This is an optimization exercise on Yosys and OpenROAD, whose aim is small area, a short achievable clock period and few clock cycles per item, not a production implementation.
At most, simulation tests tie the RTL to the original design; equivalence was not proved.
The clock port is modelled as an ideal driver; clocking choices that lean on that would not hold on a real chip.

## main
Design SNN, start of the top module:
module SNN(
	clk,
	rst_n,
	in_valid,
	img,
	ker,
	weight,
	out_valid,
	out_data
);
Settings: LEC_CHECK=0, CAP_MARGIN=40, CORE_MARGIN=2, CORE_UTILIZATION=40, SLEW_MARGIN=60, SYNTH_HIERARCHICAL=1; clock period 25.0 ns.
standard.sh (not shown) runs the stock make flow with config.mk's settings and CLKGATE_MAP_FILE= SYNTH_SCRIPT=/design/flow/synth_recipe.tcl, a recipe that flattens the netlist after the stock synthesis.
==> flow/flow/run.sh <==
#!/bin/bash
set -o pipefail
cp standard.sh standard_sh.log
export BUFFER_PORTS_ARGS="-buffer_cell sky130_fd_sc_hd__buf_2"
bash standard.sh > standard.log 2>&1
Testbench counts of main, summed over its fixed seeds: cycles 9,984, items 128.
> inputs changed (main -> the feature branch)
--- a/flow/design.v
+++ b/flow/design.v
@@ -1665,23 +1665,23 @@
 genvar gi;
 generate for (gi = 0; gi < 10; gi = gi + 1) begin : g_cmp
 	if (gi < 8) begin : g_fa
 		FA u_fa (.a(dv_h0[gi]), .b(dv_h1[gi]), .c(pms[gi]), .s(cmp_s[gi]), .co(cmp_c[gi]));
 	end else begin : g_ha
 		assign cmp_s[gi] = dv_h0[gi] ^ dv_h1[gi];
 		assign cmp_c[gi] = dv_h0[gi] & dv_h1[gi];
 	end
 end endgenerate
 wire cmp1, cmp2;
 SGN1 u_cmp1 (.a(cmp_s), .b({cmp_c[8:0], 1'b0}), .y(cmp1));
-SGN1 u_cmp2 (.a(cmp_s), .b({cmp_c[8:0], 1'b1}), .y(cmp2));
+SGN2 u_cmp2 (.a(cmp_s), .b({cmp_c[8:0], 1'b0}), .y(cmp2));
 wire fgt = dv_c ? cmp1 : cmp2;
 always @(posedge clk) begin
 	if (d_en0 && (d_first || fgt)) pm0 <= fq;
 	if (d_en1 && (d_first || fgt)) pm1 <= fq;
 end
 always @(posedge clk) begin
 	x1_n <= fc_sum_n;
 	x2_n <= x1_n;
 end
 reg [9:0] d;
 wire vneg = ~vdiff_n[8];
@@ -1707,11 +1707,15 @@
 endmodule
 module ADD8(input [7:0] a, input [7:0] b, output [7:0] y);
 assign y = a + b;
 endmodule
 module ADD8P1(input [7:0] a, input [7:0] b, output [7:0] y);
 assign y = a - ~b;
 endmodule
 module SGN1(input [9:0] a, input [9:0] b, output y);
 wire [9:0] t = a - ~b;
 assign y = t[9];
 endmodule
+module SGN2(input [9:0] a, input [9:0] b, output y);
+wire [9:0] t = a + b + 10'd2;
+assign y = t[9];
+endmodule
==> run summary <==
On the feature branch: fraction of area in clock buffers and inverters is 0.16 points higher than what main gave. Between main and the feature branch, number of standard cells in the final layout excluding fillers increased. Any difference in simple-gate portion of the synthesized area between the feature branch and main is small enough to ignore. The pre-CTS setup slack in the feature branch was higher than what main gave. Diff main..the feature branch | number of nets with antenna violations after routing | unchanged. Worst hold slack essentially unchanged between the feature branch and main. Diff main -> the feature branch | final area | up slightly. main → the feature branch: flip-flop and latch share of the layout cell area stayed essentially flat; number of iterations in the first detailed-routing pass fell by 3.
No functional check of the RTL was part of the feature branch.

--- another note on this design; it stands on its own ---

== run 2 ==
## SNN
module SNN(
	clk,
	rst_n,
	in_valid,
	img,
	ker,
	weight,
	out_valid,
	out_data
);
For scale: ~2800 cells after synthesis, roughly 390 flip-flops, about 38 I/O pins, roughly 0.033 sq mm of cells after synthesis.
export LEC_CHECK = 0
export CAP_MARGIN = 40
export CORE_MARGIN = 2
export CORE_UTILIZATION = 40
export CTS_CLUSTER_DIAMETER = 120
export CTS_CLUSTER_SIZE = 20
export SLEW_MARGIN = 60
export SYNTH_HIERARCHICAL = 1
create_clock -name core_clock -period 25.0 [get_ports {clk}]
standard.sh (not shown) runs the stock make flow with config.mk's settings and CLKGATE_MAP_FILE= SYNTH_SCRIPT=/design/flow/synth_recipe.tcl, a recipe that flattens the netlist after the stock synthesis.
==> flow/flow/run.sh <==
#!/bin/bash
set -eo pipefail
cp standard.sh standard_sh.log
export BUFFER_PORTS_ARGS="-buffer_cell sky130_fd_sc_hd__buf_2"
bash standard.sh cts > standard_cts.log 2>&1
ODB=$(ls orfs/results/*/SNN/base/4_cts.odb)
ODB=$ODB openroad -no_init -exit flow/unroot.tcl > unroot.log 2>&1
bash standard.sh finish > standard_finish.log 2>&1
==> flow/flow/unroot.tcl <==
# Drop the clock tree's root buffer: the clock port then drives the first
# level of the tree directly (it has only a few loads there).
set f $::env(ODB)
read_db $f
set block [ord::get_db_block]
set clk_bterm [$block findBTerm clk]
set clk_net [$clk_bterm getNet]
set loads {}
foreach it [$clk_net getITerms] { lappend loads $it }
if {[llength $loads] != 1} { puts "UNROOT: clock port has [llength $loads] loads, left as is"; exit 0 }
set root [[lindex $loads 0] getInst]
set master [[$root getMaster] getName]
if {![string match "sky130_fd_sc_hd__clkbuf_*" $master]} { puts "UNROOT: root is $master, left as is"; exit 0 }
set out_net ""
foreach it [$root getITerms] {
  if {[$it isOutputSignal]} { set out_net [$it getNet] }
}
set moved {}
foreach it [$out_net getITerms] {
  if {[$it getInst] != $root} { lappend moved $it }
}
if {[llength $moved] > 4} { puts "UNROOT: root drives [llength $moved] cells, left as is"; exit 0 }
foreach it $moved {
  $it disconnect
  $it connect $clk_net
}
puts "UNROOT: removed [$root getName] ($master), clock port now drives [llength $moved] cells"
odb::dbInst_destroy $root
odb::dbNet_destroy $out_net
write_db $f
Testbench counts of run 2, summed over its fixed seeds: cycles 9,984, items 128.
### run 2 -> run 1
- swapping 20 for 26 in CTS_CLUSTER_SIZE
- swapping 120 for 140 in CTS_CLUSTER_DIAMETER
==> flow/flow/run.sh <==
#!/bin/bash
set -o pipefail
cp standard.sh standard_sh.log
export BUFFER_PORTS_ARGS="-buffer_cell sky130_fd_sc_hd__buf_2"
bash standard.sh > standard.log 2>&1
removed: flow/flow/unroot.tcl
--- outcome ---
- Run 2 has lower share of cell area taken by flip-flops and latches than run 1.
- In terms of worst slack after detailed placement, run 2 and run 1 differ only marginally.
- Run 2 -> run 1: post-synthesis instance area delta 0, exact match
- On number of well-tap cells placed, run 1 tracks run 2 almost exactly.
- Via count essentially unchanged between run 2 and run 1.
- Min area growth from synthesis to layout across run 1 and run 2: run 1
- Compared with run 2, run 1 has less setup slack.
- On global-route usage, run 1 and run 2 are basically level.

re-timing with driven ports:
How much do the figures lean on ideal ports? The routed layouts below were timed once more, with nothing changed but the port constraints.
Step 1 sets driving cells, clkbuf_16 on the clock port and buf_2 on the other inputs (assumed; they add their load-dependent delay and slew).
Step 2 also shifts input and output timing later by t, the mid clock arrival at the registers, as if the neighbouring blocks saw the same clock.
Slacks: ideal ports / drivers / drivers and shift; pairs: ideal ports / drivers.
run	t (ns)	slack for setup (ns)	worst setup path after step 2	worst data-port slew with drivers (ns)	cell pins on the clock port's net
main	0.643	18.897 / 18.837 / 19.154	register to register	0.09	1
the feature branch	0.641	18.923 / 18.863 / 19.135	register to register	0.04	1
run 2	0.522	19.051 / 18.972 / 19.142	register to register	0.09	2
run 1	0.633	18.895 / 18.833 / 19.157	register to register	0.08	1
After both steps setup and hold are still met in every run listed.
